This design comes from an exercise in tuning for small area, a short achievable clock period and few clock cycles per item on the open sky130 flow, not from production work.
Where RTL was checked, it was by simulation tests only, not by an equivalence proof against the original.
No activity file was given, so power comes from the tool's default toggle rates.

==> pepper: inputs <==
==> flow/design.v (excerpt) <==
module FFT_Top(iRSTn,
               iCLK,
               iStart_INT,
               iCLR,
               iWR_EN,
               iWR_ADDR,
               iWR_DATA,
               oREADY,
               oEN,
               oDATA_re,
               oDATA_im);
    input               iRSTn;
    input               iCLK;
    input               iStart_INT;
    input               iCLR;
    input               iWR_EN;
    input   [3:0]       iWR_ADDR;
    input   [31:0]      iWR_DATA;
    output              oREADY;
    output              oEN;
    output  [15:0]      oDATA_re;
    output  [15:0]      oDATA_im;
    reg                 fresh;       
    reg     [3:0]       nf;          
    reg     [3:0]       fi;          
    reg     [15:0]      asg;         
    reg     [63:0]      wmap;        
    reg     [63:0]      rmap;        
    wire    [3:0]       ws;
    reg                 ir_we, ir_st;
    reg     [3:0]       ir_a;
    reg     [31:0]      ir_d;
    always @(posedge iCLK or negedge iRSTn)
    begin
        if (~iRSTn) begin
            ir_we <= 1'b0;
            ir_st <= 1'b0;
        end
        else begin
            ir_we <= iWR_EN;
            ir_st <= iStart_INT & ~iCLR;
        end
    end
    reg                 ir_rew;
    reg     [3:0]       ir_wm;
    wire                byp   = ir_we && (ir_a == iWR_ADDR);
    always @(posedge iCLK)
    begin
  ...
Settings: LEC_CHECK=0, ABC_CLOCK_PERIOD_IN_PS=3000, CAP_MARGIN=20, CORE_MARGIN=2, CORE_UTILIZATION=40, PLACE_DENSITY=0.6, SETUP_SLACK_MARGIN=5, SLEW_MARGIN=20; clock period 10.0 ns.
run.sh (not shown) runs the stock make flow with config.mk's settings and CLKGATE_MAP_FILE= SYNTH_SCRIPT=/design/flow/synth_recipe.tcl, a recipe that flattens the netlist after the stock synthesis.
==> inputs of cedar, as changes to pepper <==
--- a/flow/design.v
+++ b/flow/design.v
@@ -682,17 +682,10 @@
     input   [31:0]      iWR_DATA;
     output              oREADY;
     output              oEN;
     output  [15:0]      oDATA_re;
     output  [15:0]      oDATA_im;
-    reg                 fresh;       
-    reg     [3:0]       nf;          
-    reg     [3:0]       fi;          
-    reg     [15:0]      asg;         
-    reg     [63:0]      wmap;        
-    reg     [63:0]      rmap;        
-    wire    [3:0]       ws;
     reg                 ir_we, ir_st;
     reg     [3:0]       ir_a;
     reg     [31:0]      ir_d;
     always @(posedge iCLK or negedge iRSTn)
     begin
@@ -703,38 +696,38 @@
         else begin
             ir_we <= iWR_EN;
             ir_st <= iStart_INT & ~iCLR;
         end
     end
-    reg                 ir_rew;
-    reg     [3:0]       ir_wm;
-    wire                byp   = ir_we && (ir_a == iWR_ADDR);
     always @(posedge iCLK)
     begin
-        ir_a   <= iWR_ADDR;
-        ir_d   <= iWR_DATA;
-        ir_rew <= ~iCLR & ~ir_st & (asg[iWR_ADDR] | byp);
-        ir_wm  <= byp ? ws : wmap[iWR_ADDR*4 +: 4];
+        ir_a <= iWR_ADDR;
+        ir_d <= iWR_DATA;
     end
     reg                 rdy;
     always @(posedge iCLK or negedge iRSTn)
     begin
         if (~iRSTn) rdy <= 1'b0;
         else        rdy <= 1'b1;
     end
     assign oREADY = rdy;
-    wire    [3:0]       wm_a  = ir_wm;
-    wire                rew   = ir_rew;
+    reg                 fresh;       
+    reg     [3:0]       nf;          
+    reg     [3:0]       fi;          
+    reg     [15:0]      asg;         
+    reg     [63:0]      wmap;        
+    reg     [63:0]      rmap;        
+    wire    [3:0]       wm_a  = wmap[ir_a*4 +: 4];
+    wire                rew   = asg[ir_a];
     wire    [3:0]       rm_f  = fresh ? fi : rmap[fi*4 +: 4];
-    assign              ws    = rew ? wm_a : nf;    
-    wire    [3:0]       wm0_n = (ir_we && ir_a == 4'd0) ? ws : wmap[3:0];
+    wire    [3:0]       wm0_n = (ir_we && ir_a == 4'd0) ? nf : wmap[3:0];
     reg     [63:0]      wmap_n;
     integer             q;
     always @(*)
     begin
         wmap_n = wmap;
-        if (ir_we) wmap_n[ir_a*4 +: 4] = ws;
+        if (ir_we) wmap_n[ir_a*4 +: 4] = nf;
     end
     always @(posedge iCLK or negedge iRSTn)
     begin
         if (~iRSTn) begin
             fresh <= 1'b1;
@@ -754,11 +747,13 @@
             fi    <= 4'd1;
             asg   <= 16'd0;
         end
         else if (ir_we) begin
             asg[ir_a] <= 1'b1;
-            if (~rew) begin
+            if (rew)
+                nf <= wm_a;
+            else begin
                 nf <= rm_f;
                 fi <= fi + 4'd1;
             end
         end
     end
@@ -770,11 +765,11 @@
     reg     [511:0]     mem;
     genvar              g;
     generate
         for (g = 0; g < 16; g = g + 1) begin : G_MEM
             always @(posedge iCLK)
-                if (ir_we && ws == g) mem[g*32 +: 32] <= ir_d;
+                if (ir_we && nf == g) mem[g*32 +: 32] <= ir_d;
         end
     endgenerate
     reg                 rd_act;
     reg     [3:0]       rd_t;
     reg     [3:0]       rs;
@@ -931,47 +926,31 @@
     end
     wire    [17:0]      e1r = {d1r[16], d1r};
     wire    [17:0]      e1i = {d1i[16], d1i};
     wire    [17:0]      sx = e1r + e1i;
     wire    [17:0]      sy = e1i - e1r;
-    wire    [17:0]      xx = (k1 == 2'd2) ? sx : e1r;
-    wire    [17:0]      yy = (k1 == 2'd2) ? sy : e1i;
-    reg     [18:0]      w2r, w2i;
-    reg     [17:0]      v2r, v2i;
-    reg                 eA2, eB2, gBr, gDr, gFr, gGr, gAi, gBi, gCi, gDi, gEi, gFi, gGi, s2;
-    reg     [8:0]       kr2, ki2;
-    wire                k1_0 = (k1 == 2'd0), k1_1 = (k1 == 2'd1), k1_2 = (k1 == 2'd2), k1_3 = (k1 == 2'd3);
+    reg     [17:0]      x2, y2;
+    reg     [1:0]       k2;
+    reg                 s2;
     always @(posedge clk)
     begin
-        w2r <= k1_3 ? {yy[17], yy} : k1_2 ? {xx, 1'b0} : {xx[17], xx};
-        v2r <= k1[1] ? xx : yy;
-        w2i <= k1_3 ? {xx[17], xx} : k1_2 ? {yy, 1'b0} : {yy[17], yy};
-        v2i <= k1[1] ? yy : xx;
-        eA2 <= ~k1_2;
-        eB2 <= ~k1_0;
-        s2  <= s1;
-        gBr <= k1[0];
-        gDr <= ~k1[0];
-        gFr <= k1[0];
-        gGr <= ~k1[0];
-        gAi <= k1_3;
-        gBi <= k1[0] ^ k1_3;
-        gCi <= ~k1_3;
-        gDi <= ~k1[0] ^ k1_3;
-        gEi <= k1_1;
-        gFi <= k1[0] ^ k1_1;
-        gGi <= ~k1[0] ^ k1_1;
-        kr2 <= k1_0 ? 9'd256 : 9'd258;
-        ki2 <= k1_0 ? 9'd256 : k1_1 ? 9'd259 : 9'd258;
-    end
-    wire    [26:0]      ar_, br_, ai_, bi_;
-    S1ROWS U_RR(.w(w2r), .v(v2r), .s(s2), .eA(eA2), .eB(eB2),
-                .gA(1'b0), .gB(gBr), .gC(1'b1), .gD(gDr), .gE(1'b0), .gF(gFr), .gG(gGr),
-                .kc(kr2), .ps(ar_), .pc(br_));
-    S1ROWS U_RI(.w(w2i), .v(v2i), .s(s2), .eA(eA2), .eB(eB2),
-                .gA(gAi), .gB(gBi), .gC(gCi), .gD(gDi), .gE(gEi), .gF(gFi), .gG(gGi),
-                .kc(ki2), .ps(ai_), .pc(bi_));
+        x2 <= (k1 == 2'd2) ? sx : e1r;
+        y2 <= (k1 == 2'd2) ? sy : e1i;
+        k2 <= k1;
+        s2 <= s1;
+    end
+    wire    [26:0]      xe = {{9{x2[17]}}, x2};
+    wire    [26:0]      ye = {{9{y2[17]}}, y2};
+    wire    [26:0]      wr = (k2 == 2'd3) ? ye : (k2 == 2'd2) ? {xe[25:0], 1'b0} : xe;
+    wire    [26:0]      vr = k2[1] ? xe : ye;
+    wire    [26:0]      wi = (k2 == 2'd3) ? xe : (k2 == 2'd2) ? {ye[25:0], 1'b0} : ye;
+    wire    [26:0]      vi = k2[1] ? ye : xe;
+    wire                nw = (k2 == 2'd3);
+    wire                nv = (k2 == 2'd1);
+    wire    [26:0]      cr, ci, ar_, br_, ai_, bi_;
+    S1ROWS U_RR(.w(wr), .v(vr), .k(k2), .s(s2), .nw(1'b0), .nv(1'b0), .ps(ar_), .pc(br_));
+    S1ROWS U_RI(.w(wi), .v(vi), .k(k2), .s(s2), .nw(nw),   .nv(nv),   .ps(ai_), .pc(bi_));
     reg     [26:0]      c3rs, c3rc, c3is, c3ic;
     always @(posedge clk)
     begin
         c3rs <= ar_;
         c3rc <= br_;
@@ -1004,28 +983,37 @@
     reg     [31:0]      yr;
     always @(posedge clk)
         yr <= osel ? a : top;
     assign y = yr;
 endmodule
-module S1ROWS(w, v, s, eA, eB, gA, gB, gC, gD, gE, gF, gG, kc, ps, pc);
-    input   [18:0]  w;
-    input   [17:0]  v;
+module S1ROWS(w, v, k, s, nw, nv, ps, pc);
+    input   [26:0]  w, v;
+    input   [1:0]   k;
     input           s;               
-    input           eA, eB;          
-    input           gA, gB, gC, gD, gE, gF, gG;      
-    input   [8:0]   kc;              
+    input           nw, nv;          
     output  [26:0]  ps, pc;
-    wire    [26:0]  we = {{8{w[18]}}, w};
-    wire    [26:0]  ve = {{9{v[17]}}, v};
-    wire    [26:0]  rA = eA ? ({we[17:0], 9'd0} ^ {27{gA}}) : 27'd0;
-    wire    [26:0]  rB = eB ? ({we[21:0], 5'd0} ^ {27{gB}}) : 27'd0;
-    wire    [26:0]  rC = eB ? ({we[23:0], 3'd0} ^ {27{gC}}) : 27'd0;
-    wire    [26:0]  rD = (s ? {we[25:0], 1'b0} : we) ^ {27{gD}};
-    wire    [26:0]  rE = eB ? ({ve[18:0], 8'd0} ^ {27{gE}}) : 27'd0;
-    wire    [26:0]  rF = eB ? ({ve[20:0], 6'd0} ^ {27{gF}}) : 27'd0;
-    wire    [26:0]  rG = eB ? ({ve[24:0], 2'd0} ^ {27{gG}}) : 27'd0;
-    wire    [26:0]  rK = {18'd0, kc};
+    wire            k0 = (k == 2'd0);
+    wire            k2 = (k == 2'd2);
+    wire            eA = ~k2;
+    wire            eB = ~k0;
+    wire            gA = nw;
+    wire            gB = k[0] ^ nw;
+    wire            gC = 1'b1 ^ nw;
+    wire            gD = ~k[0] ^ nw;
+    wire            gE = nv;
+    wire            gF = k[0] ^ nv;
+    wire            gG = ~k[0] ^ nv;
+    wire    [26:0]  rA = eA ? ({w[17:0], 9'd0} ^ {27{gA}}) : 27'd0;
+    wire    [26:0]  rB = eB ? ({w[21:0], 5'd0} ^ {27{gB}}) : 27'd0;
+    wire    [26:0]  rC = eB ? ({w[23:0], 3'd0} ^ {27{gC}}) : 27'd0;
+    wire    [26:0]  rD = (s ? {w[25:0], 1'b0} : w) ^ {27{gD}};
+    wire    [26:0]  rE = eB ? ({v[18:0], 8'd0} ^ {27{gE}}) : 27'd0;
+    wire    [26:0]  rF = eB ? ({v[20:0], 6'd0} ^ {27{gF}}) : 27'd0;
+    wire    [26:0]  rG = eB ? ({v[24:0], 2'd0} ^ {27{gG}}) : 27'd0;
+    wire    [3:0]   nneg = {3'd0, eA & gA} + {3'd0, eB & gB} + {3'd0, eB & gC} + {3'd0, gD}
+                         + {3'd0, eB & gE} + {3'd0, eB & gF} + {3'd0, eB & gG};
+    wire    [26:0]  rK = 27'd255 + {23'd0, nneg};
     wire    [26:0]  s1, c1, s2, c2, s3, c3, s4, c4, s5, c5, s6, c6;
     CSA27 U1(.a(rA), .b(rB), .c(rC), .s(s1), .y(c1));
     CSA27 U2(.a(rD), .b(rE), .c(rF), .s(s2), .y(c2));
     CSA27 U3(.a(s1), .b(c1), .c(s2), .s(s3), .y(c3));
     CSA27 U4(.a(c2), .b(rG), .c(rK), .s(s4), .y(c4));
==> flow/config.mk (replaced) <==
export PLATFORM = sky130hd
export DESIGN_NAME = FFT_Top
export DESIGN_NICKNAME = FFT_Top
export VERILOG_FILES = /design/flow/design.v
export SDC_FILE = /design/flow/constraint.sdc
export NUM_CORES = 4
export LEC_CHECK = 0
export CAP_MARGIN = 20
export CORE_MARGIN = 2
export CORE_UTILIZATION = 40
export PLACE_DENSITY = 0.6
export SLEW_MARGIN = 20
==> qor summary <==
|  | pepper | cedar |
|---|---|---|
| Timing endpoint of the critical path | U_S2.d1r[16] | U_S1.c3is[26] |
| Mapped Avg Cell Area | 11.5 sq um | 11.4 sq um |
| Total Routed Length | 237000 microns | 244000 microns |
| Number of vias per cell after detailed routing | 5.20 | 5.29 |
| Status | no timing/DRC/antenna violations | no timing/DRC/antenna violations |
| Combinational Power | 19.9 mW | 20.4 mW |
| Met2 Resource Use GR | 32.5% | 33.8% |
| Setup skew after layout | 0.103 ns | 0.109 ns |
| Number of antenna violations at the first check in global routing | 3 | 16 |
| Pwr Density | 381 nW/um^2 | 379 nW/um^2 |
| Top cell type's share of synthesized area | 29.0% | 28.0% |
| Worst hold start | U_S2.U_TAG.t[1] | U_S3.U_TAG.t[1] |
| Count of cells along the worst register-to-register path | 14 | 15 |
| Reg-to-Reg Start | U_S1.U_TAG.t[33] | U_S1.U_TAG.t[5] |
| Synthesized-area fraction occupied by and/or/nand/nor cells | 8.97% | 9.77% |
| Maximum number of pins on one net before global-route repair | 93 | 101 |
| Die H | 499 microns | 499 microns |
| Ant diodes | 4 | 8 |
| Final worst-path cycle share | 43.9% | 56.9% |
| Util after Layout | 45.2% | 45.1% |
| Insertion delay to the later sink of the worst-skew pair | 0.90 ns | 0.91 ns |
| Final nets | 9640 | 9714 |
| Layout sequential cell count | 2050 | 1997 |
| Setup WS post-layout | 5.61 ns | 4.31 ns |
| Peak fanout along the critical path | 68 | 66 |
Testbench counts of pepper, summed over its fixed seeds: cycles 3,368, items 192.
For cedar, only the layout was checked, not whether the RTL still works.

==> separate check: timing with driven ports <==
How much do the figures lean on ideal ports? The routed layouts below were timed once more, with nothing changed but the port constraints. Step 1: set_driving_cell puts a clkbuf_16 on iCLK and a buf_2 on each other input, an assumption about the parent block. Step 2 times the ports against the registers' clock, not the clock port: input delays grow and output delays shrink by t, the midpoint of the rising clock arrivals with the driver on. a / b / c = no drivers / after step 1 / after step 2; a / b = the first two.
run | t, ns | setup WS [ns] | worst setup path after step 2 | slew at the worst register clock pin (ns)
pepper | 0.939 | 5.608 / 5.608 / 5.393 | input to register | 0.07 / 0.07
cedar | 0.946 | 4.314 / 4.314 / 4.314 | register to register | 0.07 / 0.07
After both steps every run listed still meets setup and hold. The setup slack of pepper, which loses most, moves by 0.000 ns with the drivers and by -0.215 ns with both steps.
